Context: an optimization exercise on an open-source flow, tuned for small area. The choices shown serve that exercise and are no tape-out recipe. At most, simulation tests tie the RTL to the original design; equivalence was not proved. Only the layout flow was run in runs 3 to 6; the RTL was not checked for function there. Power figures rest on the tool's default switching activity, not on a simulated workload.

==> flow/design.v <==
module cbc_dig(clk,rst_n,RX_A,RX_C,TX_C,CH_A,CH_B,dst,eep_rd_data,eep_addr,eep_cs_n,eep_r_w_n,chrg_pmp_en);
input clk,rst_n;
input RX_A;
input RX_C;
output TX_C;
output CH_A;
output CH_B;
output [13:0] dst;
input [13:0] eep_rd_data;
output [1:0] eep_addr;
output eep_cs_n;
output eep_r_w_n;
output chrg_pmp_en;
wire rdyA, rdyC;
wire [7:0] rxA, rxC;
cbc_rx iRXA(.clk(clk), .rst_n(rst_n), .RX(RX_A), .rdy(rdyA), .rx_data(rxA));
cbc_rx iRXC(.clk(clk), .rst_n(rst_n), .RX(RX_C), .rdy(rdyC), .rx_data(rxC));
reg tlow;             
reg [5:0] high_byte;
reg vld1, vld2;       
always @(posedge clk, negedge rst_n)
  if (!rst_n) tlow <= 1'b0;
  else tlow <= tlow ^ rdyA;
always @(posedge clk)
  if (rdyA & ~tlow) high_byte <= rxA[5:0];
always @(posedge clk, negedge rst_n)
  if (!rst_n) vld1 <= 1'b0;
  else vld1 <= rdyA & tlow;
always @(posedge clk)
  vld2 <= vld1;
wire [13:0] Xmeas = {high_byte, rxA};
localparam C_IDLE  = 3'd0;
localparam C_SENDH = 3'd1;
localparam C_SENDM = 3'd2;
localparam C_RSPHB = 3'd3;    
localparam C_RSPHI = 3'd4;    
localparam C_RSPLB = 3'd5;    
localparam C_RSPLI = 3'd6;    
localparam C_DONE  = 3'd7;
reg [2:0] cst;
reg frm_rdy;
reg cok;             
reg [3:0] ch;        
reg [5:0] cmid;      
wire snd_rsp, clr_rdy;
wire [13:0] Xset;
wire txbusy = (cst == C_RSPHB) | (cst == C_RSPLB);
reg [9:0] tbaud;
reg [3:0] tbit;
reg [8:0] tsr;
wire tbaud_full = ~tbaud[0] & tbaud[2] & ~tbaud[3] & ~tbaud[4] & tbaud[5] & tbaud[6] &
                  ~tbaud[7] & tbaud[8] & ~tbaud[9];
wire tshft = txbusy & tbaud_full;
wire tx_end = txbusy & ~tbit[2] & tbit[1] & ~tbit[0];     
wire trmt_h = (cst == C_SENDM) & snd_rsp;
wire trmt_l = (cst == C_RSPHI);
always @(posedge clk, negedge rst_n)
  if (!rst_n) cst <= C_IDLE;
  else case (cst)
    C_IDLE:  if (rdyC) cst <= C_SENDH;
    C_SENDH: if (rdyC) cst <= C_SENDM;
    C_SENDM: if (snd_rsp) cst <= C_RSPHB;
    C_RSPHB: if (tx_end) cst <= C_RSPHI;
    C_RSPHI: cst <= C_RSPLB;
    C_RSPLB: if (tx_end) cst <= C_RSPLI;
    C_RSPLI: cst <= C_DONE;
    default: cst <= C_IDLE;
  endcase
always @(posedge clk)
  if ((cst == C_SENDM) & rdyC) frm_rdy <= 1'b1;
  else if ((cst == C_IDLE) | ((cst == C_SENDM) & clr_rdy) |
           (((cst == C_RSPHB) | (cst == C_RSPHI)) & clr_rdy)) frm_rdy <= 1'b0;
always @(posedge clk)
  if ((cst == C_IDLE) & rdyC) begin
    ch <= rxC[3:0];
    cok <= ~|rxC[7:4];
  end else if ((cst == C_SENDH) & rdyC) begin
    cmid <= rxC[5:0];
    cok <= cok & ~|rxC[7:6];
  end
wire c_newx  = cok & (ch == 4'b1100);
wire c_start = cok & (ch == 4'b0011);
wire c_wrt   = cok & (ch[3:2] == 2'b10);
wire c_read  = cok & (ch[3:2] == 2'b01);
wire [13:0] cfg = {cmid, rxC};
reg tfirst;
always @(posedge clk, negedge rst_n)
  if (!rst_n) tfirst <= 1'b1;
  else if (tx_end) tfirst <= 1'b0;
always @(posedge clk)
  if (txbusy) tbaud <= tbaud_full ? 10'd0 : {tbaud[8:0], ~(tbaud[9] ^ tbaud[6])};
  else tbaud <= {9'd0, ~tfirst};
always @(posedge clk)
  if (!txbusy) tbit <= 4'd0;
  else if (tshft) tbit <= {tbit[2:0], ~(tbit[3] ^ tbit[2])};
always @(posedge clk, negedge rst_n)
  if (!rst_n) tsr[0] <= 1'b1;
  else if (trmt_h) tsr[0] <= 1'b0;
  else if (trmt_l) tsr[0] <= 1'b0;
  else if (tshft) tsr[0] <= tsr[1];
always @(posedge clk)
  if (trmt_h) tsr[8:1] <= {2'b00, res[13:8]};
  else if (trmt_l) tsr[8:1] <= Xset[7:0];
  else if (tshft) tsr[8:1] <= {1'b1, tsr[8:2]};
assign TX_C = tsr[0];
assign dst = cfg;
localparam LD_Xset   = 4'b0000;
localparam Pmult     = 4'b0001;
localparam Imult     = 4'b0010;
localparam Dmult     = 4'b0011;
localparam Wait_vld  = 4'b0100;
localparam Calc_err  = 4'b0101;
localparam SumErrS   = 4'b0110;
localparam Iadd      = 4'b0111;
localparam DmultPrep = 4'b1000;
localparam Dadd      = 4'b1001;
localparam PrevErr   = 4'b1010;
localparam XSET      = 4'b1011;
localparam Clear_PWM = 4'b1100;
localparam CMDINTR   = 4'b1101;
localparam Write_EEP = 4'b1110;
localparam CMDloop   = 4'b1111;
reg [3:0] st;
reg in_CMS;
reg [3:0] cnt;
wire fin = cnt[3] & ~cnt[2] & ~cnt[1] & ~cnt[0];
wire cnt0 = ~|cnt;
wire mult = (st[3:2] == 2'b00) & (st[1:0] != 2'b00);
wire step = mult & ~fin;
reg [12:0] pcnt;     
wire [12:0] pcy;     
assign pcy[0] = 1'b1;
genvar gp;
generate for (gp = 0; gp < 12; gp = gp + 1) begin : g_pinc
  assign pcy[gp+1] = pcy[gp] & pcnt[gp];
end endgenerate
reg [13:0] Duty;
wire pz = ~|pcnt;
wire eep_done = Duty[7] & Duty[5] & Duty[3] & Duty[1] & Duty[0] &
                pcnt[12] & pcnt[11] & pcnt[10] & pcnt[7] & pcnt[6];
wire s_ld   = (st == LD_Xset);
wire s_calc = (st == Calc_err);
wire s_sum  = (st == SumErrS);
wire s_iadd = (st == Iadd);
wire s_dprep= (st == DmultPrep);
wire s_dadd = (st == Dadd);
wire s_xset = (st == XSET);
wire s_clr  = (st == Clear_PWM);
wire s_cmd  = (st == CMDINTR);
wire s_wre  = (st == Write_EEP);
wire cmd_wrt  = s_cmd & in_CMS & c_wrt;
wire cmd_read = s_cmd & in_CMS & c_read;
assign snd_rsp = s_xset | (s_cmd & ~cmd_wrt) | (s_wre & eep_done);
assign clr_rdy = s_xset | s_cmd;
wire wrt_duty = s_dadd | s_clr;
assign eep_cs_n = ~((st[3:2] == 2'b00) | cmd_wrt | cmd_read);
assign eep_r_w_n = ~(st[3] & ch[3]);
assign eep_addr = st[3] ? ch[1:0] : st[1:0];
assign chrg_pmp_en = s_wre | cmd_read;
always @(posedge clk, negedge rst_n)
  if (!rst_n) st <= LD_Xset;
  else case (st)
    LD_Xset:   st <= Wait_vld;
    Wait_vld:  if (vld2) st <= Calc_err;
    Calc_err:  st <= Pmult;
    Pmult:     if (fin) st <= SumErrS;
    SumErrS:   st <= Imult;
    Imult:     if (fin) st <= Iadd;
    Iadd:      st <= DmultPrep;
    DmultPrep: st <= Dmult;
    Dmult:     if (fin) st <= Dadd;
    Dadd:      st <= PrevErr;
    PrevErr:   if (frm_rdy) st <= c_newx ? XSET : Clear_PWM;
               else st <= Wait_vld;
    XSET:      st <= Wait_vld;
    Clear_PWM: st <= CMDINTR;
    CMDINTR:   st <= cmd_wrt ? Write_EEP : CMDloop;
    Write_EEP: if (eep_done) st <= CMDloop;
    CMDloop:   if (frm_rdy) st <= CMDINTR;
  endcase
always @(posedge clk, negedge rst_n)
  if (!rst_n) in_CMS <= 1'b0;
  else if (s_cmd & c_start) in_CMS <= 1'b1;
always @(posedge clk)
  if (!mult) cnt <= 4'd0;
  else cnt <= {cnt[2:0], ~(cnt[3] ^ cnt[2])};
reg [13:0] Xset_r, SumErr, PreErr, R, A;
reg [2:0] E;
assign Xset = Xset_r;
wire q0 = R[0];
wire qm1 = R[13] & ~cnt0;
wire bnz = q0 ^ qm1;
wire bsub = q0 & ~qm1;
wire s17_pos = ~A[13] & (A[12:10] != 3'b000);
wire s17_neg = A[13] & (A[12:10] != 3'b111);
wire [13:0] s17 = s17_pos ? 14'h1FFF : s17_neg ? 14'h2000 : {A[10:0], E};
wire stp0  = step & cnt0;
wire a_A   = step & ~cnt0;
wire a_s17 = mult & fin;
wire a_xm  = s_calc | s_iadd;
wire a_R   = s_sum | s_dprep;
wire a_cfg = s_xset;
wire b_eep = (step & bnz) | s_ld | cmd_read;
wire b_xs  = s_calc | s_iadd;
wire b_se  = s_sum;
wire b_pe  = s_dprep;
wire b_du  = (mult & fin & st[1]) | s_dadd | (s_wre & ~eep_done);
wire b_k   = (s_cmd & ~cmd_read & ~cmd_wrt) | (s_wre & eep_done);
wire sub   = (step & bsub) | s_calc | s_iadd | s_dprep | (s_dadd & Duty[13]) |
             (s_cmd & ~cmd_read & ~cmd_wrt & ~c_start);
wire [13:0] opa = ({14{a_A}} & A) | ({14{a_s17}} & s17) | ({14{a_xm}} & Xmeas) |
                  ({14{a_R}} & R) | ({14{a_cfg}} & cfg);
wire [13:0] opb = ({14{b_eep}} & eep_rd_data) | ({14{b_xs}} & Xset_r) |
                  ({14{b_se}} & SumErr) | ({14{b_pe}} & PreErr) |
                  ({14{b_du}} & Duty) | ({14{b_k}} & 14'h0A5A);
wire cin = sub | (s_wre & pz);
wire [13:0] opb_x = opb ^ {14{sub}};
wire [14:0] cy;
assign cy[0] = cin;
genvar gi;
generate for (gi = 0; gi < 14; gi = gi + 1) begin : g_add
  assign cy[gi+1] = (opa[gi] & opb_x[gi]) | (cy[gi] & (opa[gi] ^ opb_x[gi]));
end endgenerate
wire [13:0] sum = opa ^ opb_x ^ cy[13:0];
wire ovf = cy[14] ^ cy[13];
wire [13:0] res = ovf ? {opa[13], {13{~opa[13]}}} : sum;
always @(posedge clk) begin
  A <= {res[13], res[13:1]};
  E <= {res[0], E[2:1]};
end
always @(posedge clk)
  if (s_calc | s_sum | s_iadd | s_dprep) R <= res;
  else if (step) R <= {R[0], R[13:1]};
always @(posedge clk)
  if (s_ld) SumErr <= 14'd0;
  else if (s_sum) SumErr <= res;
always @(posedge clk)
  if (s_ld) PreErr <= 14'd0;
  else if (s_dprep) PreErr <= R;
always @(posedge clk)
  if (s_ld | snd_rsp) Xset_r <= res;
always @(posedge clk)
  if ((mult & fin) | s_wre | cmd_wrt) Duty <= res;
reg [12:0] magnitude;
reg sign, pon;
reg mv;
always @(posedge clk, negedge rst_n)
  if (!rst_n) mv <= 1'b0;
  else if (wrt_duty) mv <= 1'b1;
always @(posedge clk)
  if (wrt_duty) magnitude <= sum[12:0];
always @(posedge clk)
  if (wrt_duty) sign <= Duty[13];
always @(posedge clk)
  if (wrt_duty | s_cmd) pcnt <= 13'd0;
  else pcnt <= pcnt ^ pcy[12:0];
always @(posedge clk, negedge rst_n)
  if (!rst_n) pon <= 1'b0;
  else if (wrt_duty | (magnitude == pcnt)) pon <= 1'b0;
  else if (pz & (magnitude != 13'd0) & mv) pon <= 1'b1;
assign CH_A = pon & ~sign;
assign CH_B = pon & sign;
endmodule
module cbc_rx(clk, rst_n, RX, rdy, rx_data);
input clk, rst_n, RX;
output rdy;
output reg [7:0] rx_data;
reg A, d, B, busy;
reg [9:0] baud;
reg [3:0] bitc;
wire shift = ~baud[0] & ~baud[1] & baud[3] & ~baud[4] & ~baud[5] & baud[6] &
             baud[7] & ~baud[8] & baud[9];    
wire bit8 = bitc[2] & ~bitc[1] & ~bitc[0];     
always @(posedge clk, negedge rst_n)
  if (!rst_n) begin A <= 1'b0; d <= 1'b0; B <= 1'b0; end
  else begin A <= RX; d <= A; B <= d; end
reg first;
always @(posedge clk, negedge rst_n)
  if (!rst_n) first <= 1'b1;
  else if (rdy) first <= 1'b0;
always @(posedge clk)
  if (busy) baud <= shift ? 10'd0 : {baud[8:0], ~(baud[9] ^ baud[6])};
  else baud <= {9'd0, ~first};
always @(posedge clk, negedge rst_n)
  if (!rst_n) busy <= 1'b0;
  else if (busy) busy <= ~bit8;
  else busy <= ~d & B;
always @(posedge clk)
  if (!busy) bitc <= 4'd0;
  else if (shift) bitc <= {bitc[2:0], ~(bitc[3] ^ bitc[2])};
always @(posedge clk)
  if (shift) rx_data <= {d, rx_data[7:1]};
assign rdy = busy & bit8;
endmodule
==> flow/flow/run.sh <==
#!/bin/bash
# Layout flow: the standard flow (standard.sh, synthesis unchanged) with
# single-drive port buffers and a clock tree without dummy loads.
export BUFFER_PORTS_ARGS="-buffer_cell sky130_fd_sc_hd__buf_1"
export CTS_ARGS="-sink_clustering_enable -repair_clock_nets -dont_use_dummy_load -buf_list sky130_fd_sc_hd__clkbuf_4 -sink_clustering_size 10 -sink_clustering_max_diameter 60"
bash standard.sh > standard.log 2>&1
status=$?
tail -40 standard.log
exit $status
==> flow/standard.sh <==
#!/bin/bash
# synth_recipe.tcl (not shown) runs the flow's synth.tcl, then flattens the netlist and writes it again
# the make line also repeats each setting of config.mk as NAME=value (left out here)
make -C /OpenROAD-flow-scripts/flow DESIGN_CONFIG=/design/flow/config.mk WORK_HOME=/design/flow/orfs CLKGATE_MAP_FILE= SYNTH_SCRIPT=/design/flow/synth_recipe.tcl "${@:-finish}"
==> flow/config.mk <==
export PLATFORM = sky130hd
export DESIGN_NAME = cbc_dig
export DESIGN_NICKNAME = cbc_dig
export VERILOG_FILES = /design/flow/design.v
export SDC_FILE = /design/flow/constraint.sdc
export NUM_CORES = 4
export LEC_CHECK = 0
export CAP_MARGIN = 0
export CORE_MARGIN = 2
export CORE_UTILIZATION = 65
export SLEW_MARGIN = 0
==> flow/constraint.sdc <==
create_clock -name core_clock -period 10.0 [get_ports {clk}]
set_input_delay 2.0000 -clock core_clock [delete_from_list [all_inputs] [get_ports {clk}]]
set_output_delay 2.0000 -clock core_clock [all_outputs]
set_load 0.01 [all_outputs]
==> impl_metrics.env, run 1 <==
export IMPL_synthCells=880
export IMPL_clock_path_buffers=3
export IMPL_status="timing/DRC/antenna clean"
export IMPL_wl_um=24600
export IMPL_hold_viol=0
export IMPL_setup_viol=0
export IMPL_skew_ns=0.0303
export IMPL_ys_async_sr_fraction=0.106
export IMPL_combPwrFrac=0.052
export IMPL_h_tree_depth=1
export IMPL_post_place_ws_ns=-0.0229
export IMPL_cp_top_family="adder cells"
export IMPL_coreArea_mm2=0.0150
export IMPL_critical_path_arrival_ns=9.90
export IMPL_r2r_start="st[1]"
export IMPL_multi_input_area_mm2=0.00391
export IMPL_synth_avg_cell_area_um2=11.2
export IMPL_fin_nets=972
export IMPL_antenna_left=0
export IMPL_numCtsBuffers=26
export IMPL_antenna_found_initial=1
export IMPL_path_depth=26
export IMPL_drcViolationCount=0
export IMPL_maxCapViolations=0
export IMPL_end_kind="register"
export IMPL_io_buffers=39
export IMPL_r2r_slack_ns=0.48
export IMPL_dr_first_iter_drc_count=659
export IMPL_switching_power_w=0.000343
export IMPL_cp_common_cell="fa_1"
export IMPL_synth_top_area_frac=0.289
export IMPL_clkPwrFrac=0.263
export IMPL_ys_seq_elements=226
export IMPL_slowest_delay_ns=0.69
export IMPL_cts_root_buf="clkbuf_4"
export IMPL_grt_usage=0.308
export IMPL_yosysSeqAreaShare=0.566
export IMPL_postLayoutCoreUtil=0.693
export IMPL_post_dp_hpwl_um=17000
export IMPL_grt_ovfl_total=0
export IMPL_cp_start_kind="register"
export IMPL_swShare=0.227
export IMPL_min_period_ns=9.52
export IMPL_fin_crit_sh=0.952
export IMPL_p_seq_frac=0.685
export IMPL_reg2reg_to="Duty[11]"
export IMPL_setup_slack_ns=0.484
export IMPL_rsz0062_at_grt="false"
export IMPL_worstHoldStart="vld1"
export IMPL_grt_start_max_net_pins=30
export IMPL_fillCellCount=1147
export IMPL_dieArea_mm2=0.0162
export IMPL_vias=7106
export IMPL_crit_path_top_delay_cell="dfrtp_1"
export IMPL_crit_required_ns=10.38
export IMPL_cts_setup_buffers=0
export IMPL_syn_area_mm2=0.00989
export IMPL_die_width_um=127
export IMPL_ff_latch_area_mm2=0.00560
export IMPL_synth_warnings=2
export IMPL_crit_type="reg2reg"
export IMPL_hold_depth=0
export IMPL_synth_common_cells="dfxtp_1 (107), edfxtp_1 (95), nand2_1 (76)"
export IMPL_critPathMaxFanout=14
export IMPL_synth_area_leader_cell="edfxtp_1"
export IMPL_clock_sinks=226
export IMPL_wire_per_inst_um=22.2
export IMPL_synth_flop_cell="dfxtp_1"
export IMPL_die_h_um=127
export IMPL_cts_tree="built"
export IMPL_finalMaxSlewViolations=0
export IMPL_rows=45
export IMPL_power_density_mw_per_mm2=145
export IMPL_clock_fmax_mhz=105
export IMPL_hold_path_class="reg2reg"
export IMPL_internal_power_w=0.00117
export IMPL_reg2reg_depth=26
export IMPL_slew_headroom=0.172
export IMPL_avgViaCountPerCell=6.41
export IMPL_leakagePower_nw=4.09
export IMPL_cts_reportedPaths_clkPinSlew_ns=0.11
export IMPL_synth_edff_count=95
export IMPL_irDropWorstVdd_mv=0.161
export IMPL_first_pass_iters=8
export IMPL_drive_gt1_frac=0.0783
export IMPL_hold_path_end="vld2"
export IMPL_synthDistinctLibCells=73
export IMPL_yosysMostFrequentCell="dfxtp_1"
export IMPL_yosys_top_cells_area="edfxtp_1 (29%), dfxtp_1 (22%), dfrtp_1 (5.1%)"
export IMPL_clkLatencyLatePin_ns=0.66
export IMPL_startpoint="st[1]"
export IMPL_start_util=0.658
export IMPL_grt_pass1_vias=6754
export IMPL_syn_to_final_growth_pct=5.34
export IMPL_grt_pass1_wl_um=38000
export IMPL_io_pins=40
export IMPL_place_congestion=0.968
export IMPL_critPathBufInv=4
export IMPL_worst_slew_pin_slew_ns=1.24
-- layout by cell type (no fill, tap or decap), types with 3 or more instances in the layout --
| cell type | n |
|---|---|
| dfxtp_1 | 107 |
| edfxtp_1 | 95 |
| nand2_1 | 76 |
| a21oi_1 | 56 |
| nor2_1 | 48 |
| inv_1 | 43 |
| o21ai_0 | 40 |
| buf_1 | 39 |
| xnor2_1 | 29 |
| nor2b_1 | 28 |
| mux2i_1 | 26 |
| clkbuf_4 | 26 |
| a221oi_1 | 25 |
| a22oi_1 | 23 |
| buf_4 | 22 |
| and3_1 | 21 |
| dfrtp_1 | 19 |
| ha_1 | 17 |
| nand3_1 | 15 |
| and2_1 | 15 |
| fa_1 | 15 |
| a21boi_0 | 13 |
| nor3_1 | 12 |
| xor2_1 | 10 |
| nor4_1 | 9 |
| nand4b_1 | 6 |
| nor3b_1 | 6 |
| nand4_1 | 6 |
| a222oi_1 | 6 |
| nand2b_1 | 5 |
| o21ai_1 | 4 |
| dfstp_2 | 4 |
| and4b_1 | 3 |
| o31ai_1 | 3 |
| or2_2 | 3 |
-- how the worst max path moves through the flow --
stage,slack [ns],endpoint
3_3_place_gp,0.20,Xset_r[10]
5_1_grt,0.02,Duty[11]
4_1_cts,0.48,Duty[11]
6_report,0.48,Duty[11]
2_1_floorplan,0.52,R[0]
3_5_place_dp,-0.02,Duty[11]
-- stage by stage --
stage / instance area [um^2] / TNS [ns] / hold WS, ns / power [W] / instances
floorplan: 9890 / 0 / 0.324 / 0.00111 / 880
global placement: 10200 / 0 / 0.333 / 0.00113 / 1082
detailed placement: 10200 / -0.0743 / 0.340 / 0.00114 / 1082
CTS: 10400 / 0 / 0.359 / 0.00152 / 1108
global route: 10400 / 0 / 0.364 / 0.00157 / 1109
finish: 10400 / 0 / 0.352 / 0.00151 / 1109
-- layer usage --
metal  vias up  share of wire  global-route usage
li1       3242              -                   -
met1      3407           0.41               0.420
met2       393           0.46               0.487
met3        64          0.094              0.0687
met4         0          0.039               0.120
met5         -              0                   0
-- cell families (layout without fill, tap and decap cells) --
family / after synthesis / after routing / synth area share
buf+inv: 90 / 130 / 0.0397
mux: 26 / 26 / 0.0263
simple gates: 272 / 272 / 0.147
xor+xnor: 39 / 39 / 0.0345
other cells: 0 / 1 / 0
compound gates: 194 / 194 / 0.133
fa+ha+maj: 33 / 33 / 0.0529
flops: 226 / 226 / 0.566
-- power by group through the flow --
| stage | clock network [W] | registers (W) | logic, W |
|---|---|---|---|
| after floorplan | 0 | 0.00105 | 0.0000589 |
| after global placement | 0 | 0.00105 | 0.0000739 |
| after detailed placement | 0 | 0.00106 | 0.0000778 |
| after CTS | 0.000402 | 0.00104 | 0.0000793 |
| after global routing | 0.000438 | 0.00104 | 0.0000888 |
| final | 0.000398 | 0.00104 | 0.0000783 |
-- area by class of cell --
class,instances,share of cell area
multi-input combinational,564,0.375
tap,188,0.0226
antenna,1,0.000240
timing repair buffer,61,0.0299
clock buffer,26,0.0187
sequential,226,0.538
inverter,43,0.0155
-- state kept, by name, summed over array words and instances (netlist names), 6 cells and up --
name          cells
Duty             14
PreErr           14
R                14
SumErr           14
Xset_r           14
A                13
magnitude        13
pcnt             13
iRXA.baud        10
iRXC.baud        10
tbaud            10
tsr               9
iRXA.rx_data      8
iRXC.rx_data      8
cmid              6
high_byte         6
-- repair_timing --
| item | 4_1_cts | 5_1_grt |
|---|---|---|
| setup endpoints to repair | 0 | 2 |
| hold buffers | 0 | 0 |
| gates resized for setup | 0 | 1 |
==> inputs of run 2 (changes only) <==
--- a/flow/config.mk
+++ b/flow/config.mk
@@ -8,4 +8,4 @@
 export CAP_MARGIN = 0
 export CORE_MARGIN = 2
-export CORE_UTILIZATION = 65
+export CORE_UTILIZATION = 40
 export SLEW_MARGIN = 0
==> run 2 against run 1 <==
  * Largest power group unchanged
  * Worst hold slack improved by 0.0017 ns
  * Count of clock-buffer cells in the layout increased by 2
  * Area after synthesis unchanged
  * Global-route usage decreased by 11 points
  * Sequential power about the same
  * Combinational power decreased by 2%
  * Sequential cell count unchanged
  * Synthesized cell count unchanged
==> impl_metrics.env, run 2 <==
export IMPL_status="timing/DRC/antenna clean"
export IMPL_clock_fmax_mhz=106
export IMPL_syn_area_mm2=0.00989
export IMPL_synth_area_leader_cell="edfxtp_1"
export IMPL_post_dp_hpwl_um=17700
export IMPL_mostFrequentLayoutCell="dfxtp_1"
export IMPL_clkLatencyLatePin_ns=0.71
export IMPL_synth_flop_cell="dfxtp_1"
export IMPL_io_pins=40
export IMPL_coreArea_mm2=0.0243
export IMPL_antenna_left=0
export IMPL_synthDistinctLibCells=73
export IMPL_skew_ns=0.137
export IMPL_cts_reportedPaths_clkPinSlew_ns=0.11
export IMPL_synthCells=880
export IMPL_use_met3=0.0249
export IMPL_end_kind="register"
export IMPL_yosysSeqAreaShare=0.566
export IMPL_slew_headroom=0.195
export IMPL_cts_root_buf="clkbuf_4"
export IMPL_ys_async_sr_fraction=0.106
export IMPL_synth_warnings=2
export IMPL_first_pass_iters=5
export IMPL_cts_tree="built"
export IMPL_post_place_ws_ns=0.0385
export IMPL_power_density_mw_per_mm2=142
export IMPL_dieArea_mm2=0.0260
export IMPL_crit_type="reg2reg"
export IMPL_die_h_um=161
export IMPL_fin_crit_sh=0.942
export IMPL_setup_viol=0
export IMPL_ys_seq_elements=226
export IMPL_wl_um=24900
export IMPL_cts_hold_buf=0
export IMPL_syn_to_final_growth_pct=7.93
export IMPL_hold_viol=0
export IMPL_grt_busiest_layer="met2"
export IMPL_drcViolationCount=0
export IMPL_grt_ovfl_total=0
export IMPL_clock_sinks=226
export IMPL_drive_gt1_frac=0.0902
export IMPL_leakagePower_nw=4.15
export IMPL_grt_pass1_vias=6761
export IMPL_start_util=0.407
export IMPL_ff_latch_area_mm2=0.00560
export IMPL_min_period_ns=9.42
export IMPL_hold_path_class="reg2reg"
export IMPL_met1_usage=0.257
export IMPL_grt_start_max_net_pins=38
export IMPL_critical_path_arrival_ns=9.77
export IMPL_postLayoutCoreUtil=0.439
export IMPL_power_w=0.00152
export IMPL_avgViaCountPerCell=5.43
export IMPL_die_width_um=161
export IMPL_crit_required_ns=10.36
export IMPL_synth_avg_cell_area_um2=11.2
export IMPL_setup_slack_ns=0.583
export IMPL_worst_slew_pin_slew_ns=1.20
export IMPL_multi_input_area_mm2=0.00391
export IMPL_fillCellCount=2274
export IMPL_wire_per_inst_um=19.8
export IMPL_irDropWorstVdd_mv=0.106
export IMPL_vias=6823
export IMPL_gr_usage_met2=0.324
export IMPL_cp_start_kind="register"
export IMPL_finalMaxSlewViolations=0
export IMPL_tns_ns=0
export IMPL_yosys_top_cells_area="edfxtp_1 (29%), dfxtp_1 (22%), dfrtp_1 (5.1%)"
export IMPL_synth_edff_count=95
export IMPL_synth_top_area_frac=0.289
export IMPL_yosysMostFrequentCell="dfxtp_1"
export IMPL_cts_setup_buffers=0
export IMPL_critPathMaxFanout=14
export IMPL_grt_usage=0.193
export IMPL_fin_nets=983
export IMPL_cts_repair_resize_count=0
export IMPL_clock_path_buffers=3
export IMPL_final_cell_mix="dfxtp_1 (107), edfxtp_1 (95), nand2_1 (76)"
export IMPL_place_congestion=0.922
export IMPL_dr_first_iter_drc_count=543
export IMPL_rsz0062_at_grt="false"
export IMPL_rows=57
export IMPL_numCtsBuffers=28
export IMPL_io_buffers=39
export IMPL_grt_pass1_wl_um=38800
export IMPL_h_tree_depth=1
export IMPL_antenna_found_initial=1
export IMPL_maxCapViolations=0
export IMPL_synth_common_cells="dfxtp_1 (107), edfxtp_1 (95), nand2_1 (76)"
[run 2: cell counts after synthesis]
No cell type changed its count.
[run 2: through the flow]
stage / instance area, um^2 / hold slack, ns / instances
after floorplan: 9890 / 0.324 / 880
after global placement: 10500 / 0.328 / 1227
after detailed placement: 10500 / 0.331 / 1227
after CTS: 10700 / 0.354 / 1255
after global routing: 10700 / 0.357 / 1256
final: 10700 / 0.354 / 1256
[run 2: cell families (layout without fill, tap and decap cells)]
family,count (synthesis),in the layout,share of synthesized area
other cells,0,1,0
xor+xnor,39,39,0.0345
fa+ha+maj,33,33,0.0529
flops,226,226,0.566
compound gates,194,194,0.133
mux,26,26,0.0263
simple gates,272,272,0.147
buf+inv,90,141,0.0397
[run 2: worst paths after layout]
path / start / to / slack, ns / cells after the start
max: st[2] / Duty[0] / 0.58 / 26
min: E[1] / E[0] / 0.35 / 0
max reg2reg: st[2] / Duty[0] / 0.58 / 26
min reg2reg: E[1] / E[0] / 0.35 / 0
max in group asynchronous: rst_n / st[1] / 8.08 / 1
min in group asynchronous: rst_n / iRXC.B / 1.33 / 1
[run 2: final cells by class]
cell class                      instances  area share
Sequential cell                       226       0.525
Multi-Input combinational cell        564       0.367
Tap cell                              324      0.0380
Timing Repair Buffer                   70      0.0356
Clock buffer                           28      0.0197
Inverter                               43      0.0151
Antenna cell                            1    0.000234
[run 2: worst max-delay path, cell delays in order (launching register included)]
cell and delay, ns:
dfrtp_1 0.54, buf_4 0.27, nor2_1 0.38, nand3_1 0.31, nor2_1 0.19, buf_4 0.23, a221oi_1 0.17, fa_1 0.42
fa_1 0.46, fa_1 0.46, fa_1 0.46, fa_1 0.46, fa_1 0.47, fa_1 0.47, fa_1 0.47, fa_1 0.47
fa_1 0.47, fa_1 0.46, fa_1 0.44, inv_1 0.09, fa_1 0.22, fa_1 0.21, xnor2_1 0.14, a2111o_1 0.24
buf_4 0.19, a21boi_0 0.33, inv_1 0.13
[run 2: per-layer routing]
layer | vias to the layer above | part of all wire
li1 | 3266 | -
met1 | 3302 | 0.44
met2 | 205 | 0.48
met3 | 50 | 0.049
met4 | 0 | 0.035
met5 | - | 0
[run 2: where the power goes]
| group | switching, W | internal, W |
|---|---|---|
| clock | 0.000280 | 0.000128 |
| sequential | 0.0000260 | 0.00101 |
| combinational | 0.0000343 | 0.0000420 |
==> inputs of run 3 (changes only) <==
--- a/flow/design.v
+++ b/flow/design.v
@@ -126,5 +126,8 @@
 wire fin = cnt[3] & ~cnt[2] & ~cnt[1] & ~cnt[0];
 wire cnt0 = ~|cnt;
-wire mult = (st[3:2] == 2'b00) & (st[1:0] != 2'b00);
+wire s_pm = (st == Pmult);
+wire s_im = (st == Imult);
+wire s_dm = (st == Dmult);
+wire mult = s_pm | s_im | s_dm;
 wire step = mult & ~fin;
 reg [12:0] pcnt;     
@@ -154,7 +157,7 @@
 assign clr_rdy = s_xset | s_cmd;
 wire wrt_duty = s_dadd | s_clr;
-assign eep_cs_n = ~((st[3:2] == 2'b00) | cmd_wrt | cmd_read);
-assign eep_r_w_n = ~(st[3] & ch[3]);
-assign eep_addr = st[3] ? ch[1:0] : st[1:0];
+assign eep_cs_n = ~(s_ld | mult | cmd_wrt | cmd_read);
+assign eep_r_w_n = ~(s_cmd & ch[3]);
+assign eep_addr = s_cmd ? ch[1:0] : {s_im | s_dm, s_pm | s_dm};
 assign chrg_pmp_en = s_wre | cmd_read;
 always @(posedge clk, negedge rst_n)
@@ -205,5 +208,5 @@
 wire b_se  = s_sum;
 wire b_pe  = s_dprep;
-wire b_du  = (mult & fin & st[1]) | s_dadd | (s_wre & ~eep_done);
+wire b_du  = ((s_im | s_dm) & fin) | s_dadd | (s_wre & ~eep_done);
 wire b_k   = (s_cmd & ~cmd_read & ~cmd_wrt) | (s_wre & eep_done);
 wire sub   = (step & bsub) | s_calc | s_iadd | s_dprep | (s_dadd & Duty[13]) |
==> run 3 against run 2 <==
  * Cell count about the same
  * Sequential share of layout area decreased by 0.13 points
  * Synthesized cell count is the same
  * Critical path depth fell by 3
  * Combinational power shrank 0.7%
  * Utilization is 0.11 points higher
  * Critical path type is now in2reg
==> impl_metrics.env, run 3 <==
export IMPL_hold_path_class="reg2reg"
export IMPL_dr_first_iter_drc_count=715
export IMPL_synth_top_area_frac=0.288
export IMPL_finalMaxSlewViolations=0
export IMPL_end_kind="register"
export IMPL_drive_gt1_frac=0.0891
export IMPL_critical_path_arrival_ns=9.71
export IMPL_cts_root_buf="clkbuf_4"
export IMPL_grt_start_max_net_pins=41
export IMPL_clock_path_buffers=3
export IMPL_clkLatencyLatePin_ns=0.70
export IMPL_maxCapViolations=0
export IMPL_hold_viol=0
export IMPL_h_tree_depth=1
export IMPL_tns_ns=0
export IMPL_io_buffers=39
export IMPL_r2r_slack_ns=0.73
export IMPL_vias=7050
export IMPL_antenna_left=0
export IMPL_place_congestion=0.881
export IMPL_synth_avg_cell_area_um2=11.3
export IMPL_synthDistinctLibCells=71
export IMPL_die_width_um=161
export IMPL_wl_um=25900
export IMPL_min_period_ns=9.34
export IMPL_crit_required_ns=10.37
export IMPL_setup_viol=0
export IMPL_numCtsBuffers=28
export IMPL_clock_fmax_mhz=107
export IMPL_coreArea_mm2=0.0243
export IMPL_fin_nets=984
export IMPL_io_pins=40
export IMPL_clkPwrFrac=0.273
export IMPL_synth_area_leader_cell="edfxtp_1"
export IMPL_antenna_found_initial=1
export IMPL_final_cells=1257
export IMPL_drcViolationCount=0
export IMPL_synth_common_cells="dfxtp_1 (107), edfxtp_1 (95), nand2_1 (76)"
export IMPL_rows=57
export IMPL_ys_seq_elements=226
export IMPL_synthCells=880
export IMPL_fillCellCount=2289
export IMPL_postLayoutCoreUtil=0.440
export IMPL_cts_tree="built"
export IMPL_dp_cells=1228
export IMPL_grt_pass1_vias=6838
export IMPL_internal_power_w=0.00118
export IMPL_clock_sinks=226
export IMPL_cts_hold_buf=0
export IMPL_cts_reportedPaths_clkPinSlew_ns=0.10
export IMPL_swShare=0.229
export IMPL_rsz0062_at_grt="false"
export IMPL_grt_pass1_wl_um=39600
export IMPL_grt_ovfl_total=0
export IMPL_skew_ns=0.126
export IMPL_crit_type="in2reg"
export IMPL_power_density_mw_per_mm2=143
export IMPL_status="timing/DRC/antenna clean"
export IMPL_leakagePower_nw=4.20
export IMPL_start_util=0.408
export IMPL_grt_usage=0.196
export IMPL_ys_async_sr_fraction=0.106
export IMPL_switching_power_w=0.000349
export IMPL_yosys_top_cells_area="edfxtp_1 (29%), dfxtp_1 (22%), dfrtp_1 (5.0%)"
export IMPL_worst_slew_pin_slew_ns=1.03
export IMPL_cp_start_kind="input pin"
export IMPL_post_place_ws_ns=0.0416
export IMPL_avgViaCountPerCell=5.61
export IMPL_die_h_um=161
export IMPL_wire_per_inst_um=20.6
export IMPL_dieArea_mm2=0.0261
export IMPL_slew_headroom=0.310
export IMPL_synth_warnings=2
export IMPL_synth_edff_count=95
export IMPL_critPathMaxFanout=4
export IMPL_fin_crit_sh=0.934
export IMPL_post_dp_hpwl_um=18100
export IMPL_yosysSeqAreaShare=0.565
export IMPL_first_pass_iters=7
export IMPL_combPwrFrac=0.050
export IMPL_synth_flop_cell="dfxtp_1"
export IMPL_irDropWorstVdd_mv=0.104
export IMPL_final_cell_mix="dfxtp_1 (107), edfxtp_1 (95), nand2_1 (76)"
export IMPL_yosysMostFrequentCell="dfxtp_1"
export IMPL_setup_slack_ns=0.656
export IMPL_mostFrequentLayoutCell="dfxtp_1"
export IMPL_syn_area_mm2=0.00991
export IMPL_p_seq_frac=0.678
export IMPL_syn_to_final_growth_pct=7.94
export IMPL_cts_repair_resize_count=0
export IMPL_cts_setup_buffers=0
## run 3: cell types whose count changed after synthesis, sizes merged, moves of 3 or more
cell and change:
and2 +12, nor2b -12, nor3 +4, and3 -3, nor2 -3, o21a +3, o21ai -3, o31ai -3
## run 3: path summary, 6_finish.rpt
check	from	end	cells past startpoint
setup / recovery	eep_rd_data[0]	Duty[10]	23
hold / removal	iRXA.A	iRXA.d	0
setup reg to reg	st[3]	Duty[10]	26
hold reg to reg	iRXA.A	iRXA.d	0
max in group asynchronous	rst_n	mv	1
min in group asynchronous	rst_n	vld1	1
## run 3: logic make-up (layout without fill, tap and decap cells)
kind of cell               after synthesis  count (layout)  synth area share
AOI/OAI and AO/OA                      196             196             0.135
other                                    0               1                 0
adders and majority gates               32              32            0.0518
DFF                                    226             226             0.565
and+or+nand+nor                        268             268             0.146
buffers and inverters                   91             143            0.0400
muxes                                   28              28            0.0284
xor gates and xnor gates                39              39            0.0345
## run 3: per-stage QoR
stage	area (um^2)	hold slack, ns	total power, W
after global routing	10700	0.355	0.00159
final	10700	0.352	0.00153
after floorplan	9910	0.324	0.00111
after detailed placement	10500	0.336	0.00113
after global placement	10500	0.325	0.00113
after CTS	10700	0.355	0.00155
## run 3: layout make-up
type / instances / area (um^2) / area share
Tap cell: 324 / 405 / 0.0379
Clock buffer: 28 / 210 / 0.0196
Sequential cell: 226 / 5600 / 0.524
Inverter: 43 / 161 / 0.0151
Timing Repair Buffer: 72 / 395 / 0.0370
Multi-Input combinational cell: 563 / 3920 / 0.367
Antenna cell: 1 / 2.50 / 0.000234
## run 3: layer usage
metal  share of wire  track usage
met5               0            0
met1            0.45        0.270
met3           0.061       0.0300
met2            0.45        0.316
met4           0.037       0.0674
## run 3: power groups by stage
| stage | Combinational [W] | Sequential [W] | Clock, W |
|---|---|---|---|
| final | 0.0000759 | 0.00104 | 0.000417 |
| after CTS | 0.0000774 | 0.00104 | 0.000433 |
| after global routing | 0.0000863 | 0.00104 | 0.000465 |
| after detailed placement | 0.0000774 | 0.00106 | 0 |
| after floorplan | 0.0000591 | 0.00105 | 0 |
| after global placement | 0.0000743 | 0.00105 | 0 |
## run 3: worst max-delay path: stages
cell,delay [ns]
buf_1,0.14
a221oi_1,0.33
xnor2_1,0.14
fa_1,0.44
fa_1,0.46
fa_1,0.46
fa_1,0.46
fa_1,0.47
fa_1,0.47
fa_1,0.48
fa_1,0.48
fa_1,0.47
fa_1,0.48
fa_1,0.46
fa_1,0.43
inv_1,0.09
fa_1,0.23
fa_1,0.20
xor2_1,0.22
inv_1,0.08
buf_4,0.15
a21boi_0,0.41
inv_1,0.13
==> inputs of run 4 (changes only) <==
--- a/flow/design.v
+++ b/flow/design.v
@@ -126,8 +126,5 @@
 wire fin = cnt[3] & ~cnt[2] & ~cnt[1] & ~cnt[0];
 wire cnt0 = ~|cnt;
-wire s_pm = (st == Pmult);
-wire s_im = (st == Imult);
-wire s_dm = (st == Dmult);
-wire mult = s_pm | s_im | s_dm;
+wire mult = (st[3:2] == 2'b00) & (st[1:0] != 2'b00);
 wire step = mult & ~fin;
 reg [12:0] pcnt;     
@@ -157,7 +154,7 @@
 assign clr_rdy = s_xset | s_cmd;
 wire wrt_duty = s_dadd | s_clr;
-assign eep_cs_n = ~(s_ld | mult | cmd_wrt | cmd_read);
-assign eep_r_w_n = ~(s_cmd & ch[3]);
-assign eep_addr = s_cmd ? ch[1:0] : {s_im | s_dm, s_pm | s_dm};
+assign eep_cs_n = ~((st[3:2] == 2'b00) | cmd_wrt | cmd_read);
+assign eep_r_w_n = ~(st[3] & ch[3]);
+assign eep_addr = st[3] ? ch[1:0] : st[1:0];
 assign chrg_pmp_en = s_wre | cmd_read;
 always @(posedge clk, negedge rst_n)
@@ -208,5 +205,5 @@
 wire b_se  = s_sum;
 wire b_pe  = s_dprep;
-wire b_du  = ((s_im | s_dm) & fin) | s_dadd | (s_wre & ~eep_done);
+wire b_du  = (mult & fin & st[1]) | s_dadd | (s_wre & ~eep_done);
 wire b_k   = (s_cmd & ~cmd_read & ~cmd_wrt) | (s_wre & eep_done);
 wire sub   = (step & bsub) | s_calc | s_iadd | s_dprep | (s_dadd & Duty[13]) |
@@ -219,12 +216,19 @@
 wire cin = sub | (s_wre & pz);
 wire [13:0] opb_x = opb ^ {14{sub}};
-wire [14:0] cy;
+wire [9:0] cy;
 assign cy[0] = cin;
 genvar gi;
-generate for (gi = 0; gi < 14; gi = gi + 1) begin : g_add
+generate for (gi = 0; gi < 9; gi = gi + 1) begin : g_add
   assign cy[gi+1] = (opa[gi] & opb_x[gi]) | (cy[gi] & (opa[gi] ^ opb_x[gi]));
 end endgenerate
-wire [13:0] sum = opa ^ opb_x ^ cy[13:0];
-wire ovf = cy[14] ^ cy[13];
+wire [14:9] c0, c1;
+assign c0[9] = 1'b0;
+assign c1[9] = 1'b1;
+generate for (gi = 9; gi < 14; gi = gi + 1) begin : g_sel
+  assign c0[gi+1] = (opa[gi] & opb_x[gi]) | (c0[gi] & (opa[gi] ^ opb_x[gi]));
+  assign c1[gi+1] = (opa[gi] & opb_x[gi]) | (c1[gi] & (opa[gi] ^ opb_x[gi]));
+end endgenerate
+wire [13:0] sum = opa ^ opb_x ^ {(cy[9] ? c1[13:9] : c0[13:9]), cy[8:0]};
+wire ovf = cy[9] ? (c1[14] ^ c1[13]) : (c0[14] ^ c0[13]);
 wire [13:0] res = ovf ? {opa[13], {13{~opa[13]}}} : sum;
 always @(posedge clk) begin
--- a/flow/config.mk
+++ b/flow/config.mk
@@ -8,4 +8,5 @@
 export CAP_MARGIN = 0
 export CORE_MARGIN = 2
-export CORE_UTILIZATION = 40
+export CORE_UTILIZATION = 65
+export GPL_TIMING_DRIVEN = 0
 export SLEW_MARGIN = 0
==> run 4 against run 3 <==
  * Setup slack better by 0.26 ns
  * Sequential share of layout area increased by 0.76 points
  * Synthesized cell count increased by 2.8%
==> impl_metrics.env, run 4 <==
export IMPL_power_w=0.00150
export IMPL_crit_type="reg2reg"
export IMPL_syn_to_final_growth_pct=6.07
export IMPL_yosys_area_share_xor_xnor=0.0361
export IMPL_synth_top_family_by_area="simple AND/OR/NAND/NOR gates"
export IMPL_grt_usage=0.315
export IMPL_fillCellCount=1150
export IMPL_path_depth=23
export IMPL_synth_area_leader_cell="edfxtp_1"
export IMPL_fin_crit_sh=0.908
export IMPL_cts_root_buf="clkbuf_4"
export IMPL_post_place_ws_ns=1.11
export IMPL_critPathMaxFanout=10
export IMPL_synth_edff_count=95
export IMPL_ff_latch_area_mm2=0.00560
export IMPL_io_buffers=39
export IMPL_synth_flop_cell="dfxtp_1"
export IMPL_synthCells=905
export IMPL_reg2reg_depth=23
export IMPL_antenna_found_initial=1
export IMPL_grt_start_max_net_pins=25
export IMPL_rows=45
export IMPL_slowest_delay_ns=0.96
export IMPL_multi_input_area_mm2=0.00401
export IMPL_first_pass_iters=6
export IMPL_setup_slack_ns=0.916
export IMPL_synth_common_cells="nand2_1 (113), dfxtp_1 (107), edfxtp_1 (95)"
export IMPL_antenna_left=0
export IMPL_cts_reportedPaths_clkPinSlew_ns=0.11
export IMPL_ys_seq_elements=226
export IMPL_die_h_um=128
export IMPL_synth_avg_cell_area_um2=11.0
export IMPL_cts_setup_buffers=0
export IMPL_synth_top_area_frac=0.287
export IMPL_clock_fmax_mhz=110
export IMPL_die_width_um=128
export IMPL_avgViaCountPerCell=6.45
export IMPL_yosys_top_cells_area="edfxtp_1 (29%), dfxtp_1 (22%), dfrtp_1 (5.0%)"
export IMPL_synth_warnings=2
export IMPL_wl_um=25300
export IMPL_synth_compound_area_frac=0.117
export IMPL_place_congestion=0.995
export IMPL_grt_pass1_wl_um=39300
export IMPL_synthDistinctLibCells=71
export IMPL_h_tree_depth=1
export IMPL_grt_ovfl_total=0
export IMPL_syn_area_mm2=0.00994
export IMPL_maxCapViolations=0
export IMPL_tns_ns=0
export IMPL_hold_path_class="reg2reg"
export IMPL_hold_viol=0
export IMPL_cts_repair_resize_count=0
export IMPL_critical_path_arrival_ns=9.44
export IMPL_muxShareOfSynthArea=0.0380
export IMPL_irDropWorstVdd_mv=0.130
export IMPL_vias=7500
export IMPL_clkLatencyLatePin_ns=0.68
export IMPL_mostFrequentLayoutCell="nand2_1"
export IMPL_dr_first_iter_drc_count=905
export IMPL_slew_headroom=0.164
export IMPL_cp_top_family="adder cells"
export IMPL_cts_hold_buf=0
export IMPL_crit_chain="buf_2 -> nand2b_1 -> nor2_1 -> clkbuf_1 -> a222oi_1 -> and3_1 -> fa_1 -> fa_1 -> fa_1 -> fa_1 -> fa_1 -> fa_1 -> fa_1 -> inv_1 -> fa_1 -> fa_1 -> nor2_1 -> o21ai_1 -> o211ai_1 -> a211oi_4 -> buf_8 -> mux2i_1 -> inv_1"
export IMPL_yosysMostFrequentCell="nand2_1"
export IMPL_wire_per_inst_um=21.8
export IMPL_power_density_mw_per_mm2=142
export IMPL_drcViolationCount=0
export IMPL_postLayoutCoreUtil=0.699
export IMPL_skew_ns=0.0638
export IMPL_status="timing/DRC/antenna clean"
export IMPL_fin_nets=1025
export IMPL_drive_gt1_frac=0.0791
export IMPL_crit_required_ns=10.36
export IMPL_worst_slew_pin_slew_ns=1.25
export IMPL_whs_ns=0.357
export IMPL_coreArea_mm2=0.0151
export IMPL_numCtsBuffers=26
export IMPL_finalMaxSlewViolations=0
export IMPL_crit_path_end="Duty[9]"
export IMPL_grt_pass1_vias=7213
export IMPL_synth_fa_ha_area_frac=0.0471
export IMPL_reg2reg_to="Duty[9]"
export IMPL_start_util=0.659
export IMPL_crit_path_top_delay_cell="nor2_1"
export IMPL_dieArea_mm2=0.0163
export IMPL_yosysSeqAreaShare=0.563
export IMPL_io_pins=40
export IMPL_startpoint="st[3]"
export IMPL_ys_async_sr_fraction=0.106
export IMPL_r2r_start="st[3]"
export IMPL_leakagePower_nw=4.17
export IMPL_synth_simple_area_share=0.165
export IMPL_min_period_ns=9.08
export IMPL_post_dp_hpwl_um=18800
export IMPL_cp_start_kind="register"
export IMPL_clock_path_buffers=3
export IMPL_cp_common_cell="fa_1"
export IMPL_critPathBufInv=5
export IMPL_cts_tree="built"
export IMPL_end_kind="register"
export IMPL_clock_sinks=226
export IMPL_setup_viol=0
export IMPL_r2r_slack_ns=0.92
export IMPL_rsz0062_at_grt="false"
export IMPL_final_cell_mix="nand2_1 (113), dfxtp_1 (107), edfxtp_1 (95)"
-- run 4: cell count changes in the layout (fill, tap and decap cells not counted), sizes merged, moves of 10 or more --
cell | previous run | this run
nand2 | 77 | 113
a221oi | 25 | 6
a222oi | 6 | 27
a22oi | 23 | 1
clkbuf | 29 | 49
mux2 | 1 | 14
nor2 | 46 | 63
inv | 43 | 30
a21oi | 55 | 30
nand3 | 15 | 25
a21boi | 17 | 7
-- run 4: cell families (layout without fill, tap and decap cells) --
logic type / after synthesis / count (layout)
other: 0 / 1
buffers and inverters: 75 / 143
xor gates and xnor gates: 41 / 41
AOI/OAI and AO/OA: 162 / 162
DFF: 226 / 226
adders and majority gates: 32 / 32
and+or+nand+nor: 333 / 333
muxes: 36 / 36
-- run 4: cell type report --
| class | count | share of cell area |
|---|---|---|
| flip-flops and latches | 226 | 0.531 |
| multi-input cells | 604 | 0.380 |
| well taps | 188 | 0.0223 |
| plain buffers | 45 | 0.0206 |
| clock buffers | 26 | 0.0185 |
| repair buffers | 42 | 0.0161 |
| inverters | 30 | 0.0107 |
| diodes | 1 | 0.000237 |
-- run 4: how the worst min path moves through the flow --
stage / start / endpoint / slack, ns / cells past startpoint
2_1_floorplan: vld1 / vld2 / 0.32 / 0
3_3_place_gp: vld1 / vld2 / 0.33 / 0
3_5_place_dp: iRXC.A / iRXC.d / 0.33 / 0
4_1_cts: iRXC.A / iRXC.d / 0.36 / 0
5_1_grt: E[2] / E[1] / 0.37 / 0
6_report: iRXC.A / iRXC.d / 0.36 / 0
-- run 4: metal layers --
layer | up-vias | global-route usage | share of wire
li1 | 3411 | - | -
met1 | 3612 | 0.427 | 0.40
met2 | 396 | 0.505 | 0.46
met4 | 0 | 0.129 | 0.041
met5 | - | 0 | 0
met3 | 81 | 0.0614 | 0.098
-- run 4: worst register-to-register path, cell delays in order, from the launching register on --
cell	delay (ns)
dfrtp_1	0.47
buf_2	0.22
nand2b_1	0.23
nor2_1	0.96
clkbuf_1	0.61
a222oi_1	0.27
and3_1	0.24
fa_1	0.41
fa_1	0.48
fa_1	0.47
fa_1	0.47
fa_1	0.47
fa_1	0.46
fa_1	0.42
inv_1	0.09
fa_1	0.21
fa_1	0.31
nor2_1	0.08
o21ai_1	0.14
o211ai_1	0.18
a211oi_4	0.50
buf_8	0.22
mux2i_1	0.73
inv_1	0.17
-- run 4: where the power goes --
group	internal (W)	leakage (nW)	switching (W)	total (W)
registers	0.00101	2.05	0.0000252	0.00103
logic	0.0000376	2.00	0.0000268	0.0000643
clock network	0.000120	0.120	0.000288	0.000407
total	0.00116	4.17	0.000340	0.00150
-- run 4: through the flow --
| step | cells | cell area (um^2) |
|---|---|---|
| after floorplan | 905 | 9940 |
| after global routing | 1162 | 10500 |
| final | 1162 | 10500 |
| after global placement | 1132 | 10300 |
| after detailed placement | 1134 | 10300 |
| after CTS | 1160 | 10500 |
==> inputs of run 5 (changes only) <==
==> flow/flow/run.sh (replaced) <==
#!/bin/bash
# Layout flow: the standard flow (standard.sh, synthesis unchanged) with
# the synthesis buffers removed before placement, single-drive port buffers
# and a clock tree without dummy loads.
export REMOVE_ABC_BUFFERS=1
export BUFFER_PORTS_ARGS="-buffer_cell sky130_fd_sc_hd__buf_1"
export CTS_ARGS="-sink_clustering_enable -repair_clock_nets -dont_use_dummy_load -buf_list sky130_fd_sc_hd__clkbuf_4 -sink_clustering_size 10 -sink_clustering_max_diameter 60"
bash standard.sh > standard.log 2>&1
status=$?
tail -40 standard.log
exit $status
==> run 5 against run 4 <==
  * Still clean on timing, DRC and antenna
  * Area after synthesis unchanged
  * Largest power group unchanged
  * Utilization decreased by 0.90 points
  * Total power decreased by 0.82%
  * Highest routed layer unchanged
  * Cell count decreased by 3.5%
  * Largest cell class unchanged
  * Synthesized cell count unchanged
  * Design area decreased by 1.3%
  * Routed wire length decreased by 3.8%
==> impl_metrics.env, run 5 <==
export IMPL_status="timing/DRC/antenna clean"
export IMPL_die_h_um=128
export IMPL_power_density_mw_per_mm2=143
export IMPL_cp_start_kind="register"
export IMPL_cts_tree="built"
export IMPL_reg2reg_to="Xset_r[9]"
export IMPL_place_congestion=0.926
export IMPL_yosys_top_cells_area="edfxtp_1 (29%), dfxtp_1 (22%), dfrtp_1 (5.0%)"
export IMPL_avgViaCountPerCell=6.49
export IMPL_synth_edff_count=95
export IMPL_worstHoldStart="E[1]"
export IMPL_hold_viol=0
export IMPL_yosysMostFrequentCell="nand2_1"
export IMPL_synthCells=905
export IMPL_critPathMaxFanout=26
export IMPL_syn_to_final_growth_pct=4.69
export IMPL_h_tree_depth=1
export IMPL_worst_slew_pin_slew_ns=1.33
export IMPL_cts_repair_resize_count=0
export IMPL_slew_headroom=0.112
export IMPL_multi_input_area_mm2=0.00405
export IMPL_cts_root_buf="clkbuf_4"
export IMPL_cts_reportedPaths_clkPinSlew_ns=0.11
export IMPL_ys_seq_elements=226
export IMPL_grt_start_max_net_pins=29
export IMPL_rsz0062_at_grt="false"
export IMPL_ff_latch_area_mm2=0.00560
export IMPL_dieArea_mm2=0.0163
export IMPL_hold_depth=0
export IMPL_fin_nets=984
export IMPL_finalMaxSlewViolations=0
export IMPL_syn_area_mm2=0.00994
export IMPL_crit_type="reg2reg"
export IMPL_vias=7275
export IMPL_die_width_um=128
export IMPL_cts_setup_buffers=0
export IMPL_synth_common_cells="nand2_1 (113), dfxtp_1 (107), edfxtp_1 (95)"
export IMPL_antenna_found_initial=1
export IMPL_synthDistinctLibCells=71
export IMPL_rows=45
export IMPL_yosysSeqAreaShare=0.563
export IMPL_io_buffers=39
export IMPL_synth_flop_cell="dfxtp_1"
export IMPL_synth_area_leader_cell="edfxtp_1"
export IMPL_clkLatencyLatePin_ns=0.66
export IMPL_setup_viol=0
export IMPL_hold_path_end="E[0]"
export IMPL_leakagePower_nw=4.07
export IMPL_ys_async_sr_fraction=0.106
export IMPL_crit_required_ns=10.39
export IMPL_grt_usage=0.302
export IMPL_synth_avg_cell_area_um2=11.0
export IMPL_r2r_start="st[3]"
export IMPL_hold_path_class="reg2reg"
export IMPL_irDropWorstVdd_mv=0.159
export IMPL_start_util=0.659
export IMPL_final_cell_mix="nand2_1 (113), dfxtp_1 (107), edfxtp_1 (95)"
export IMPL_skew_ns=0.0368
export IMPL_clock_path_buffers=3
export IMPL_fillCellCount=1177
export IMPL_maxCapViolations=0
export IMPL_synth_top_area_frac=0.287
export IMPL_dr_first_iter_drc_count=840
export IMPL_drive_gt1_frac=0.0730
export IMPL_end_kind="register"
export IMPL_wl_um=24400
export IMPL_numCtsBuffers=26
export IMPL_wire_per_inst_um=21.7
export IMPL_postPlaceCellArea_mm2=0.0102
export IMPL_drcViolationCount=0
export IMPL_mostFrequentLayoutCell="nand2_1"
export IMPL_final_cell_area_mm2=0.0104
export IMPL_antenna_left=0
export IMPL_r2r_slack_ns=0.55
export IMPL_post_dp_hpwl_um=17200
export IMPL_coreArea_mm2=0.0151
export IMPL_min_period_ns=9.45
export IMPL_fin_crit_sh=0.945
export IMPL_grt_ovfl_total=0
export IMPL_clock_fmax_mhz=106
export IMPL_reg2reg_depth=20
export IMPL_critical_path_arrival_ns=9.84
export IMPL_cts_hold_buf=0
export IMPL_whs_ns=0.335
export IMPL_grt_pass1_wl_um=37900
export IMPL_grt_pass1_vias=6969
export IMPL_synth_warnings=2
export IMPL_clock_sinks=226
export IMPL_io_pins=40
export IMPL_first_pass_iters=7
[run 5: power by group]
group | switching (W) | internal [W]
Clock | 0.000278 | 0.000119
Combinational | 0.0000242 | 0.0000373
Sequential | 0.0000257 | 0.00101
Total | 0.000328 | 0.00116
[run 5: per-stage QoR]
stage / setup WS (ns) / utilization / TNS [ns] / total power (W) / cells
after floorplan: 1.67 / - / 0 / 0.00109 / 860
after global placement: -0.109 / 0.670 / -0.455 / 0.00111 / 1087
after detailed placement: 0.566 / 0.675 / 0 / 0.00111 / 1092
after CTS: 0.575 / 0.688 / 0 / 0.00150 / 1118
after global routing: 0.110 / 0.690 / 0 / 0.00155 / 1121
final: 0.550 / 0.690 / 0 / 0.00149 / 1121
[run 5: layer usage]
metal	wire (um)	GRT usage	vias to the layer above
met4	1090	0.116	0
li1	-	-	3327
met2	10900	0.468	394
met1	9650	0.423	3478
met5	0	0	-
met3	2710	0.0643	76
[run 5: layout make-up]
class                           count  area share
Sequential cell                   226       0.538
Multi-Input combinational cell    605       0.389
Tap cell                          188      0.0226
Timing Repair Buffer               45      0.0204
Clock buffer                       26      0.0188
Inverter                           30      0.0108
Antenna cell                        1    0.000240
[run 5: worst max path at each step]
stage / start / endpoint / slack (ns) / cells past startpoint
finish: st[3] / Xset_r[9] / 0.55 / 20
CTS: st[3] / tsr[2] / 0.57 / 20
global placement: st[0] / tsr[2] / -0.11 / 20
global route: st[0] / tsr[2] / 0.11 / 20
floorplan: st[3] / R[10] / 1.67 / 19
detailed placement: st[3] / tsr[2] / 0.57 / 20
[run 5: critical path: stages, from the launching register on]
cell	delay [ns]
dfrtp_1	0.82
nand2b_1	0.34
nor2_2	0.23
nand4b_1	1.10
xnor2_1	0.50
fa_1	0.48
fa_1	0.46
fa_1	0.46
fa_1	0.48
fa_1	0.47
fa_1	0.46
fa_1	0.42
inv_1	0.09
fa_1	0.20
fa_1	0.30
nor2_1	0.08
o21ai_1	0.16
o211ai_1	0.32
a211oi_4	0.88
mux2i_1	0.73
inv_1	0.18
[run 5: cell families after synthesis]
family	after synthesis	synth area share
simple gates	333	0.165
flops	226	0.563
compound gates	162	0.117
buf+inv	75	0.0332
xor+xnor	41	0.0361
mux	36	0.0380
fa+ha+maj	32	0.0471
==> inputs of run 6 (changes only) <==
==> flow/flow/run.sh (replaced) <==
#!/bin/bash
# Layout flow: the standard flow (standard.sh, synthesis unchanged) with
# the synthesis buffers removed before placement, single-drive port buffers
# and a clock tree without dummy loads.
export REMOVE_ABC_BUFFERS=1
export BUFFER_PORTS_ARGS="-buffer_cell sky130_fd_sc_hd__buf_1"
export CTS_ARGS="-sink_clustering_enable -repair_clock_nets -dont_use_dummy_load -buf_list sky130_fd_sc_hd__clkbuf_8 -sink_clustering_size 16 -sink_clustering_max_diameter 100"
bash standard.sh > standard.log 2>&1
status=$?
tail -40 standard.log
exit $status
==> run 6 against run 5 <==
  * Combinational power hardly changed
  * Sequential cell count unchanged
  * Setup slack lost 0.017 ns
  * Design area increased by 0.55%
  * Via count down 1.7%
  * Sequential share of layout area fell by 0.30 points
  * Critical path depth unchanged
  * Synthesized cell count is the same
  * First-iteration DRC count shrank 2.6%
  * Die area did not move
  * Count of clock-buffer cells in the layout is 8 lower
  * Largest cell class unchanged
  * Highest routed layer unchanged
==> impl_metrics.env, run 6 <==
export IMPL_status="timing/DRC/antenna clean"
export IMPL_antenna_left=0
export IMPL_min_period_ns=9.47
export IMPL_power_w=0.00153
export IMPL_fin_crit_sh=0.947
export IMPL_r2r_start="st[3]"
export IMPL_worstHoldStart="vld1"
export IMPL_synth_fa_ha_area_frac=0.0471
export IMPL_clkLatencyLatePin_ns=0.52
export IMPL_diodes=0
export IMPL_dp_cells=1092
export IMPL_synth_avg_cell_area_um2=11.0
export IMPL_irDropWorstVdd_mv=0.130
export IMPL_yosysMostFrequentCell="nand2_1"
export IMPL_synth_area_leader_cell="edfxtp_1"
export IMPL_worst_slew_pin_slew_ns=1.35
export IMPL_hold_path_end="vld2"
export IMPL_clock_fmax_mhz=106
export IMPL_avgViaCountPerCell=6.42
export IMPL_reg2reg_depth=20
export IMPL_cts_reportedPaths_clkPinSlew_ns=0.10
export IMPL_vias=7151
export IMPL_drive_gt1_frac=0.0649
export IMPL_leakagePower_nw=4.09
export IMPL_hold_viol=0
export IMPL_ys_seq_elements=226
export IMPL_setup_slack_ns=0.533
export IMPL_synth_simple_area_share=0.165
export IMPL_post_dp_hpwl_um=17200
export IMPL_yosys_area_share_xor_xnor=0.0361
export IMPL_io_pins=40
export IMPL_rows=45
export IMPL_synth_top_family_by_area="simple AND/OR/NAND/NOR gates"
export IMPL_coreArea_mm2=0.0151
export IMPL_die_width_um=128
export IMPL_grt_pass1_wl_um=37600
export IMPL_power_density_mw_per_mm2=146
export IMPL_yosysSeqAreaShare=0.563
export IMPL_fin_nets=977
export IMPL_grt_usage=0.300
export IMPL_slowest_delay_ns=1.09
export IMPL_maxCapViolations=0
export IMPL_reg2reg_to="tsr[2]"
export IMPL_wire_per_inst_um=21.8
export IMPL_mostFrequentLayoutCell="nand2_1"
export IMPL_synth_common_cells="nand2_1 (113), dfxtp_1 (107), edfxtp_1 (95)"
export IMPL_cp_start_kind="register"
export IMPL_drcViolationCount=0
export IMPL_syn_area_mm2=0.00994
export IMPL_grt_pass1_vias=6909
export IMPL_first_pass_iters=10
export IMPL_numCtsBuffers=18
export IMPL_dr_first_iter_drc_count=818
export IMPL_end_kind="register"
export IMPL_synthDistinctLibCells=71
export IMPL_postPlaceCellArea_mm2=0.0102
export IMPL_cts_tree="built"
export IMPL_skew_ns=0.0637
export IMPL_synth_top_area_frac=0.287
export IMPL_yosys_top_cells_area="edfxtp_1 (29%), dfxtp_1 (22%), dfrtp_1 (5.0%)"
export IMPL_cp_common_cell="fa_1"
export IMPL_synth_compound_area_frac=0.117
export IMPL_cts_root_buf="clkbuf_8"
export IMPL_hold_depth=0
export IMPL_synth_flop_cell="dfxtp_1"
export IMPL_muxShareOfSynthArea=0.0380
export IMPL_grt_ovfl_total=0
export IMPL_post_place_ws_ns=0.566
export IMPL_crit_required_ns=10.23
export IMPL_crit_chain="nand2b_1 -> nor2_2 -> nand4b_1 -> xnor2_1 -> fa_1 -> fa_1 -> fa_1 -> fa_1 -> fa_1 -> fa_1 -> fa_1 -> inv_1 -> fa_1 -> fa_1 -> nor2_1 -> o21ai_1 -> o211ai_1 -> a211oi_4 -> mux2i_1 -> o21ai_0"
export IMPL_critPathMaxFanout=26
export IMPL_slew_headroom=0.0981
export IMPL_grt_start_max_net_pins=29
export IMPL_h_tree_depth=1
export IMPL_start_util=0.659
export IMPL_postLayoutCoreUtil=0.694
export IMPL_clock_sinks=226
export IMPL_io_buffers=39
export IMPL_critical_path_arrival_ns=9.70
export IMPL_crit_path_top_delay_cell="nand4b_1"
export IMPL_finalMaxSlewViolations=0
export IMPL_dieArea_mm2=0.0163
export IMPL_synth_edff_count=95
export IMPL_final_cell_mix="nand2_1 (113), dfxtp_1 (107), edfxtp_1 (95)"
export IMPL_syn_to_final_growth_pct=5.27
export IMPL_rsz0062_at_grt="false"
export IMPL_clock_path_buffers=3
export IMPL_synthCells=905
export IMPL_final_cell_area_mm2=0.0105
export IMPL_setup_viol=0
export IMPL_crit_type="reg2reg"
export IMPL_hold_path_class="reg2reg"
export IMPL_ys_async_sr_fraction=0.106
export IMPL_wl_um=24200
export IMPL_antenna_found_initial=0
export IMPL_place_congestion=0.926
export IMPL_r2r_slack_ns=0.53
export IMPL_die_h_um=128
export IMPL_final_cells=1113
export IMPL_synth_warnings=2
[run 6: cell type report]
| type | count | area, um^2 |
|---|---|---|
| clock buffer | 18 | 248 |
| fill | 1161 | 4620 |
| inverter | 30 | 113 |
| multi-input combinational | 605 | 4050 |
| sequential | 226 | 5600 |
| tap | 188 | 235 |
| timing repair buffer | 46 | 224 |
[run 6: routing by layer]
layer,part of all wire,vias to the layer above,track usage
met5,0,-,0
met2,0.45,349,0.469
met1,0.41,3455,0.426
met3,0.10,50,0.0601
li1,-,3297,-
met4,0.033,0,0.0976
[run 6: worst max-delay path: cells and delay by family, from the launching register on]
kind	cells	cell delay [ns]
compound gates	4	1.59
xor+xnor	1	0.49
mux	1	0.72
simple gates	4	1.74
flops	1	0.81
buf+inv	1	0.09
fa+ha+maj	9	3.72
[run 6: timing repair]
action | 4_1_cts | 5_1_grt
hold buffers | 0 | 0
buffers inserted | 0 | 0
hold endpoints to repair | 0 | 0
setup endpoints to repair | 0 | 1
gates resized for setup | 0 | 0
[run 6: where the power goes]
part            total, W  internal, W  switching, W  leakage, nW
combinational  0.0000617    0.0000373     0.0000244         1.91
clock           0.000434     0.000162      0.000272        0.129
sequential       0.00103      0.00101     0.0000257         2.05
[run 6: how the worst max path moves through the flow]
stage | endpoint | slack (ns) | start
3_5_place_dp | tsr[2] | 0.57 | st[3]
6_report | tsr[2] | 0.53 | st[3]
2_1_floorplan | R[10] | 1.67 | st[3]
3_3_place_gp | tsr[2] | -0.11 | st[0]
5_1_grt | tsr[2] | 0.08 | st[0]
4_1_cts | tsr[2] | 0.55 | st[3]
[run 6: metrics by stage]
| step | TNS [ns] | hold slack [ns] |
|---|---|---|
| 6_report | 0 | 0.349 |
| 5_1_grt | 0 | 0.356 |
| 4_1_cts | 0 | 0.349 |
| 3_5_place_dp | 0 | 0.327 |
| 3_3_place_gp | -0.455 | 0.327 |
| 2_1_floorplan | 0 | 0.324 |
[run 6: kinds of logic (layout without fill, tap and decap cells)]
logic type,count (synthesis),after routing
and+or+nand+nor,333,333
DFF,226,226
AOI/OAI and AO/OA,162,163
buffers and inverters,75,94
xor gates and xnor gates,41,41
muxes,36,36
adders and majority gates,32,32

port drivers added, routing unchanged:
How much do the figures lean on ideal ports? The routed layouts below were timed once more, with nothing changed but the port constraints. Step 1 sets driving cells, clkbuf_16 on the clock port and buf_2 on the other inputs (assumed; they add their load-dependent delay and slew). Step 2 times the ports against the registers' clock, not the clock port: input delays grow and output delays shrink by t, the midpoint of the rising clock arrivals with the driver on. Three values: no drivers, after step 1, after step 2; two values: the first two.
run | t (ns) | setup slack, ns | worst setup path at the end
run 1 | 0.681 | 0.484 / 0.484 / -0.084 | input to register
run 2 | 0.683 | 0.583 / 0.583 / 0.037 | input to register
run 3 | 0.670 | 0.656 / 0.670 / 0.000 | input to register
run 4 | 0.686 | 0.916 / 0.916 / 0.916 | register to register
run 5 | 0.688 | 0.550 / 0.550 / 0.550 | register to register
run 6 | 0.529 | 0.533 / 0.533 / 0.533 | register to register
Met with ideal ports but missed after step 2: setup timing in run 1. The setup slack of run 3, which loses most, moves by +0.014 ns with the drivers and by -0.656 ns with both steps.
